Source: an optimization exercise on an open RTL-to-GDS flow (aim: small area). Production flows keep margins and buffers that such runs may drop.
In this exercise RTL edits were held to simulation tests only and were not proved equivalent to the original.
No activity file was given, so power comes from the tool's default toggle rates.

==> run Z: inputs <==
// OLED_interface
module OLED_interface (input i_CLK,
                       input i_RST,
                       input [1:0] i_MODE,
                       input i_START,
                       input [7:0] i_TEXT_COLOR,
                       input [7:0] i_BACKGROUND_COLOR,
                       input [767:0] i_ASCII,
                       output reg o_READY,
                       output o_CS,
                       output o_MOSI,
                       output o_SCK,
                       output o_DC,
                       output reg o_RES,
                       output reg o_VCCEN,
                       output reg o_PMODEN,
                       output o_MOSI_FINAL_BIT,
                       output o_MOSI_FINAL_BYTE);
==> flow/config.mk <==
export PLATFORM = sky130hd
export DESIGN_NAME = OLED_interface
export DESIGN_NICKNAME = OLED_interface
export VERILOG_FILES = /design/flow/design.v
export SDC_FILE = /design/flow/constraint.sdc
export NUM_CORES = 4
export LEC_CHECK = 0
export ABC_AREA = 1
export CAP_MARGIN = 20
export CORE_AREA = 2 2 278 278
export DIE_AREA = 0 0 280 280
export SLEW_MARGIN = 20
export SYNTH_MEMORY_MAX_BITS = 20000
==> flow/constraint.sdc <==
create_clock -name core_clock -period 10.0 [get_ports {i_CLK}]
set_input_delay 2.0000 -clock core_clock [delete_from_list [all_inputs] [get_ports {i_CLK}]]
set_output_delay 2.0000 -clock core_clock [all_outputs]
set_load 0.01 [all_outputs]
standard.sh (not shown) runs the stock make flow with config.mk's settings and CLKGATE_MAP_FILE= SYNTH_SCRIPT=/design/flow/synth_recipe.tcl, a recipe that flattens the netlist after the stock synthesis.
==> flow/flow/run.sh <==
#!/bin/bash
# Own layout flow: the standard flow (standard.sh: unchanged synthesis,
# floorplan, power grid, tap cells, placement, CTS and routing) with two
# changes to how the layout is made:
#  - the port buffers that global placement inserts are sky130_fd_sc_hd__buf_1
#    instead of the cell buffer_ports picks by itself (every input and output
#    port still gets its own buffer);
#  - clock tree synthesis builds the tree from clkbuf_2 cells, with at most 6
#    registers per leaf buffer within 25 um, and adds no dummy loads.
# standard.sh writes each step's full log under orfs/logs; the make output
# goes to standard_flow.log here.
set -euo pipefail
export BUFFER_PORTS_ARGS="-buffer_cell sky130_fd_sc_hd__buf_1"
export CTS_ARGS="-sink_clustering_enable -repair_clock_nets -dont_use_dummy_load -buf_list sky130_fd_sc_hd__clkbuf_2 -sink_clustering_size 6 -sink_clustering_max_diameter 25"
bash standard.sh finish > standard_flow.log 2>&1
==> run X: changes against run Z <==
--- a/flow/design.v
+++ b/flow/design.v
@@ -2051,20 +2051,16 @@
     reg       s_init;
     reg [7:0] s_text, s_bg;
     reg [13:0] s_cnt;
     wire [9:0] s_count = s_cnt[9:0];
     wire [6:0] s_pix   = s_cnt[6:0];    
     wire [3:0] s_col   = s_cnt[10:7];   
     wire [2:0] s_row   = s_cnt[13:11];  
     wire [9:0] s_inc   = s_cnt[9:0] + 10'd1;
-    wire s_end19  = s_cnt[4] & s_cnt[1] & s_cnt[0];
-    wire s_end999 = &{s_cnt[9:5], s_cnt[2:0]};
-    wire s_lastcol = s_col[3] & s_col[1] & s_col[0];
-    wire s_lastrow = &s_row;
     reg [1:0] s_kind;        
     wire s_fbyte, s_fbit;
     wire s_go   = (s_state == idle) & s_init & i_START;
     wire s_load = s_rise & s_go & (i_MODE == 2'b10);
     reg  [671:0] s_ring;
     wire [671:0] s_ring_in;
     genvar j;
     generate
@@ -2079,17 +2075,17 @@
     reg [1:0] s_pa;
     reg [2:0] s_prow;
     wire [3:0] s_pcol = {s_pa, ~s_SCK, s_ms};
     always @(posedge i_CLK)
         if (s_load) begin
             s_pa   <= 2'd0;
             s_prow <= 3'd0;
         end else if (s_rise) begin
-            if (s_pa[1]) begin
+            if (s_pa == 2'd2) begin
                 s_pa   <= 2'd0;
                 s_prow <= s_prow + 3'd1;
             end else
                 s_pa <= s_pa + 2'd1;
         end
     reg [6:0] s_char;        
     always @(posedge i_CLK)
         if (s_pcol == s_col && s_prow == s_row)
@@ -2121,49 +2117,49 @@
                             2'b10: s_state <= pixel_display_1;
                             default: ;
                         endcase
                     end else
                         o_READY <= 1'b1;
                 end
                 turnon_1: begin
                     o_RES <= 1'b0;
-                    if (s_end19)
+                    if (s_count >= 10'd19)
                         s_state <= turnon_2;
                 end
                 turnon_2: begin
                     o_RES    <= 1'b1;
                     o_VCCEN  <= 1'b1;
                     o_PMODEN <= 1'b1;
-                    if (s_end19)
+                    if (s_count >= 10'd19)
                         s_state <= turnon_3;
                 end
                 turnon_3: begin
                     s_bstart <= 1'b1;
                     s_state  <= turnon_4;
                 end
                 turnon_4: begin
                     s_bstart <= 1'b0;
-                    if (s_end999) begin
+                    if (s_count >= 10'd999) begin
                         s_state <= idle;
                         s_init  <= 1'b1;
                     end
                 end
                 fill_screen_1: begin
                     s_bstart <= 1'b1;
                     s_state  <= idle;
                 end
                 pixel_display_1: begin
                     s_bstart <= 1'b1;
                     s_state  <= pixel_display_2;
                 end
                 pixel_display_2: begin
                     if (s_fbyte && s_fbit) begin
                         if (s_pix[6]) begin
-                            if (s_lastrow && s_lastcol)
+                            if (s_row == 3'd7 && s_col == 4'd11)
                                 s_state <= idle;
                             else
                                 s_state <= pixel_display_1;
                             s_bstart <= 1'b0;
                         end else
                             s_bstart <= 1'b1;
                     end else
                         s_bstart <= 1'b0;
@@ -2180,29 +2176,29 @@
                             s_bg <= i_BACKGROUND_COLOR;
                         if (i_MODE == 2'b10) begin
                             s_text <= i_TEXT_COLOR;
                             s_bg   <= i_BACKGROUND_COLOR;
                         end
                     end
                 end
                 turnon_1, turnon_2, turnon_4:
-                    s_cnt[9:0] <= (s_state == turnon_4 ? s_end999 : s_end19) ? 10'd0 : s_inc;
+                    s_cnt[9:0] <= (s_count >= (s_state == turnon_4 ? 10'd999 : 10'd19)) ? 10'd0 : s_inc;
                 turnon_3:
                     s_kind <= k_turnon;
                 fill_screen_1:
                     s_kind <= k_bg;
                 pixel_display_1: begin
                     s_kind     <= k_header;
                     s_cnt[6:0] <= 7'd0;
                 end
                 pixel_display_2:
                     if (s_fbyte && s_fbit) begin
                         if (s_pix[6]) begin
-                            if (s_lastcol) begin
+                            if (s_col == 4'd11) begin
                                 s_cnt[10:7]  <= 4'd0;
                                 s_cnt[13:11] <= s_row + 3'd1;
                             end else
                                 s_cnt[10:7]  <= s_col + 4'd1;
                         end else begin
                             s_kind     <= s_pixel ? k_text : k_bg;
                             s_cnt[6:0] <= s_inc[6:0];
                         end
@@ -2225,17 +2221,17 @@
             3'd2:    b_next = {1'b0, s_col, 3'b111};
             3'd3:    b_next = 8'h75;
             3'd4:    b_next = {2'b00, s_row, 3'b000};
             3'd5:    b_next = {2'b00, s_row, 3'b111};
             3'd6:    b_next = 8'hA0;
             default: b_next = 8'h20;
         endcase
     wire b_done = (b_pos == 3'd0);
-    wire b_penu = b_pos[2] & b_pos[0];    
+    wire b_penu = (b_pos == 3'd5) | (b_pos == 3'd7);
     wire [2:0] b_pos0 = s_kind[1] ? 3'd0 : (s_kind == k_turnon) ? 3'd6 : 3'd1;
     always @(posedge i_CLK, posedge i_RST)
         if (i_RST) begin
             b_state <= 1'b0;
             b_start <= 1'b0;
             b_fbyte <= 1'b0;
         end else if (s_rise) begin
             if (!b_state) begin
==> flow/flow/run.sh (replaced) <==
#!/bin/bash
# Own layout flow: the standard flow (standard.sh: unchanged synthesis,
# floorplan, power grid, tap cells, placement, CTS and routing) with two
# changes to how the layout is made:
#  - the port buffers that global placement inserts are sky130_fd_sc_hd__buf_1
#    instead of the cell buffer_ports picks by itself (every input and output
#    port still gets its own buffer);
#  - clock tree synthesis builds the tree from clkbuf_4 cells, with at most 12
#    registers per leaf buffer within 40 um, and adds no dummy loads.
# standard.sh writes each step's full log under orfs/logs; the make output
# goes to standard_flow.log here.
set -euo pipefail
export BUFFER_PORTS_ARGS="-buffer_cell sky130_fd_sc_hd__buf_1"
export CTS_ARGS="-sink_clustering_enable -repair_clock_nets -dont_use_dummy_load -buf_list sky130_fd_sc_hd__clkbuf_4 -sink_clustering_size 12 -sink_clustering_max_diameter 40"
bash standard.sh finish > standard_flow.log 2>&1
==> run E: changes against run Z <==
==> flow/flow/run.sh (replaced) <==
#!/bin/bash
# Own layout flow, built on the standard flow (standard.sh):
#  1. the standard synthesis, unchanged (bash standard.sh synth);
#  2. the combinational logic of that netlist is mapped again with ABC's
#     area-oriented mapper (flow/reopt.sh); every register instance is kept
#     as it is (same name, same cell), only the gates between them change;
#  3. the rest of the standard flow (floorplan, power grid, tap cells,
#     placement, CTS, routing) on that netlist, with two changes to how the
#     layout is made:
#     - the port buffers that global placement inserts are
#       sky130_fd_sc_hd__buf_1 (every input and output port still gets its
#       own buffer);
#     - clock tree synthesis builds the tree from clkbuf_4 cells, with at most
#       10 registers per leaf buffer within 35 um, and adds no dummy loads.
# Each tool's full output goes to a log file in this folder (and ORFS's own
# step logs under orfs/logs).
set -euo pipefail
export BUFFER_PORTS_ARGS="-buffer_cell sky130_fd_sc_hd__buf_1"
export CTS_ARGS="-sink_clustering_enable -repair_clock_nets -dont_use_dummy_load -buf_list sky130_fd_sc_hd__clkbuf_4 -sink_clustering_size 10 -sink_clustering_max_diameter 35"
bash standard.sh synth > standard_synth.log 2>&1
bash flow/reopt.sh > reopt.log 2>&1
bash standard.sh finish > standard_flow.log 2>&1
==> flow/flow/reopt.sh (new file) <==
#!/bin/bash
# Maps the combinational logic of the standard synthesis netlist again with
# ABC's area mapper (amap). Registers are kept as black boxes, so their
# instances, names and cells do not change.
set -euo pipefail
PLATFORM=${FLOW_PLATFORM:-sky130hd}
R=orfs/results/$PLATFORM/OLED_interface/base
LIB=$FLOW_HOME/platforms/$PLATFORM/lib/sky130_fd_sc_hd__tt_025C_1v80.lib
YOSYS=$FLOW_HOME/../tools/install/yosys/bin/yosys
[[ -x $YOSYS ]] || YOSYS=yosys
cp $R/1_2_yosys.v $R/1_2_yosys.standard.v
echo "strash; dch -f; amap; topo" > reopt.abc
cat > reopt.ys <<EOY
read_liberty -ignore_miss_func $LIB
blackbox $(cat flow/seq_cells.txt)
read_verilog $R/1_2_yosys.standard.v
hierarchy -top ${FLOW_TOP:-OLED_interface}
flatten
delete t:\$scopeinfo
opt_clean
abc -liberty $LIB -dont_use sky130_fd_sc_hd__probe_p_8 -dont_use sky130_fd_sc_hd__probec_p_8 -dont_use sky130_fd_sc_hd__lpflow_* -dont_use sky130_fd_sc_hd__fill_* -script reopt.abc
opt_clean -purge
rename -hide w:*.*
stat -liberty $LIB
write_verilog -noattr -noexpr reopt_netlist.v
EOY
$YOSYS -s reopt.ys
cp reopt_netlist.v $R/1_2_yosys.v
rm -f $R/1_synth.odb $R/1_synth.sdc
==> flow/flow/seq_cells.txt (new file) <==
sky130_fd_sc_hd__dfbbn_1 sky130_fd_sc_hd__dfbbn_2 sky130_fd_sc_hd__dfbbp_1 sky130_fd_sc_hd__dfrbp_1 sky130_fd_sc_hd__dfrbp_2 sky130_fd_sc_hd__dfrtn_1 sky130_fd_sc_hd__dfrtp_1 sky130_fd_sc_hd__dfrtp_2 sky130_fd_sc_hd__dfrtp_4 sky130_fd_sc_hd__dfsbp_1 sky130_fd_sc_hd__dfsbp_2 sky130_fd_sc_hd__dfstp_1 sky130_fd_sc_hd__dfstp_2 sky130_fd_sc_hd__dfstp_4 sky130_fd_sc_hd__dfxbp_1 sky130_fd_sc_hd__dfxbp_2 sky130_fd_sc_hd__dfxtp_1 sky130_fd_sc_hd__dfxtp_2 sky130_fd_sc_hd__dfxtp_4 sky130_fd_sc_hd__dlclkp_1 sky130_fd_sc_hd__dlclkp_2 sky130_fd_sc_hd__dlclkp_4 sky130_fd_sc_hd__dlrbn_1 sky130_fd_sc_hd__dlrbn_2 sky130_fd_sc_hd__dlrbp_1 sky130_fd_sc_hd__dlrbp_2 sky130_fd_sc_hd__dlrtn_1 sky130_fd_sc_hd__dlrtn_2 sky130_fd_sc_hd__dlrtn_4 sky130_fd_sc_hd__dlrtp_1 sky130_fd_sc_hd__dlrtp_2 sky130_fd_sc_hd__dlrtp_4 sky130_fd_sc_hd__dlxbn_1 sky130_fd_sc_hd__dlxbn_2 sky130_fd_sc_hd__dlxbp_1 sky130_fd_sc_hd__dlxtn_1 sky130_fd_sc_hd__dlxtn_2 sky130_fd_sc_hd__dlxtn_4 sky130_fd_sc_hd__dlxtp_1 sky130_fd_sc_hd__edfxbp_1 sky130_fd_sc_hd__edfxtp_1 sky130_fd_sc_hd__lpflow_inputisolatch_1 sky130_fd_sc_hd__sdfbbn_1 sky130_fd_sc_hd__sdfbbn_2 sky130_fd_sc_hd__sdfbbp_1 sky130_fd_sc_hd__sdfrbp_1 sky130_fd_sc_hd__sdfrbp_2 sky130_fd_sc_hd__sdfrtn_1 sky130_fd_sc_hd__sdfrtp_1 sky130_fd_sc_hd__sdfrtp_2 sky130_fd_sc_hd__sdfrtp_4 sky130_fd_sc_hd__sdfsbp_1 sky130_fd_sc_hd__sdfsbp_2 sky130_fd_sc_hd__sdfstp_1 sky130_fd_sc_hd__sdfstp_2 sky130_fd_sc_hd__sdfstp_4 sky130_fd_sc_hd__sdfxbp_1 sky130_fd_sc_hd__sdfxbp_2 sky130_fd_sc_hd__sdfxtp_1 sky130_fd_sc_hd__sdfxtp_2 sky130_fd_sc_hd__sdfxtp_4 sky130_fd_sc_hd__sdlclkp_1 sky130_fd_sc_hd__sdlclkp_2 sky130_fd_sc_hd__sdlclkp_4 sky130_fd_sc_hd__sedfxbp_1 sky130_fd_sc_hd__sedfxbp_2 sky130_fd_sc_hd__sedfxtp_1 sky130_fd_sc_hd__sedfxtp_2 sky130_fd_sc_hd__sedfxtp_4
==> notes.md <==
Length of routed wiring on met1: run Z 45400 um; run X 45100 um; run E 43500 um
Number of cells produced by synthesis: run Z 3284; run X 3283; run E 2460
Number of nets in the synthesized netlist: run Z 4107; run X 4114; run E 3249
Initial standard-cell utilization of the core: run Z 39.8%; run X 40.1%; run E 33.7%
Adder-cell share of the synthesized area: run Z 1.44%; run X 1.76%; run E -
Reg2reg end: run Z s_ring[290]$_DFF_P_; run X s_ring[179]$_DFF_P_; run E s_kind[0]$_DFFE_PP_
Design Area, Final: run Z 34600 um^2; run X 34600 um^2; run E 31000 um^2
Dominant register cell in the synthesized netlist: run Z sky130_fd_sc_hd__dfxtp_1; run X sky130_fd_sc_hd__dfxtp_1; run E -
Status: run Z finished clean; run X finished clean; run E finished clean
Hold endpoint: run Z s_ring[424]$_DFF_P_; run X s_ring[89]$_DFF_P_; run E s_ring[433]$_DFF_P_
Maximum fanout along the worst path: run Z 142; run X 142; run E 11
VDD IR max: run Z 0.000101 V; run X 0.000124 V; run E 0.000110 V
Routed via count: run Z 25.8k; run X 25.4k; run E 24.8k
Stages on worst setup path: run Z 8; run X 8; run E 16
Total Power Consumption: run Z 0.00479 W; run X 0.00606 W; run E 0.00505 W
Area share of buffers outside the clock network: run Z 9.35%; run X 9.21%; run E 10.5%
Placed Cells incl. Taps: run Z 4929; run X 4923; run E 4264
Wire length of the first global-routing pass: run Z 156000 um; run X 150000 um; run E 149000 um

## what the ideal ports hide
How much do the figures lean on ideal ports? The routed layouts below were timed once more, with nothing changed but the port constraints.
Step 1 assumes that a clkbuf_16 drives the clock port and a buf_2 every other input.
Step 2, shift: input delay + t, output delay - t, t = (earliest + latest rising clock arrival at the registers) / 2. This alone moves slack from input paths to output paths.
Three values: no drivers, after step 1, after step 2; two values: the first two.
run	t, ns	setup WS [ns]	hold WS [ns]	clock arrival spread, ns
run Z	1.325	5.151 / 5.151 / 4.262	0.162 / 0.162 / 0.162	0.350 / 0.350
run X	0.931	5.713 / 5.730 / 4.799	0.258 / 0.258 / 0.258	0.162 / 0.162
run E	0.928	4.693 / 4.693 / 4.574	0.256 / 0.256 / 0.256	0.212 / 0.212
In run Z the clock reaches the registers at very different times; t lies between them, and the last value is a rough guide only. For run X, which loses most, drivers alone change the setup slack by +0.017 ns; drivers and shift together by -0.914 ns.
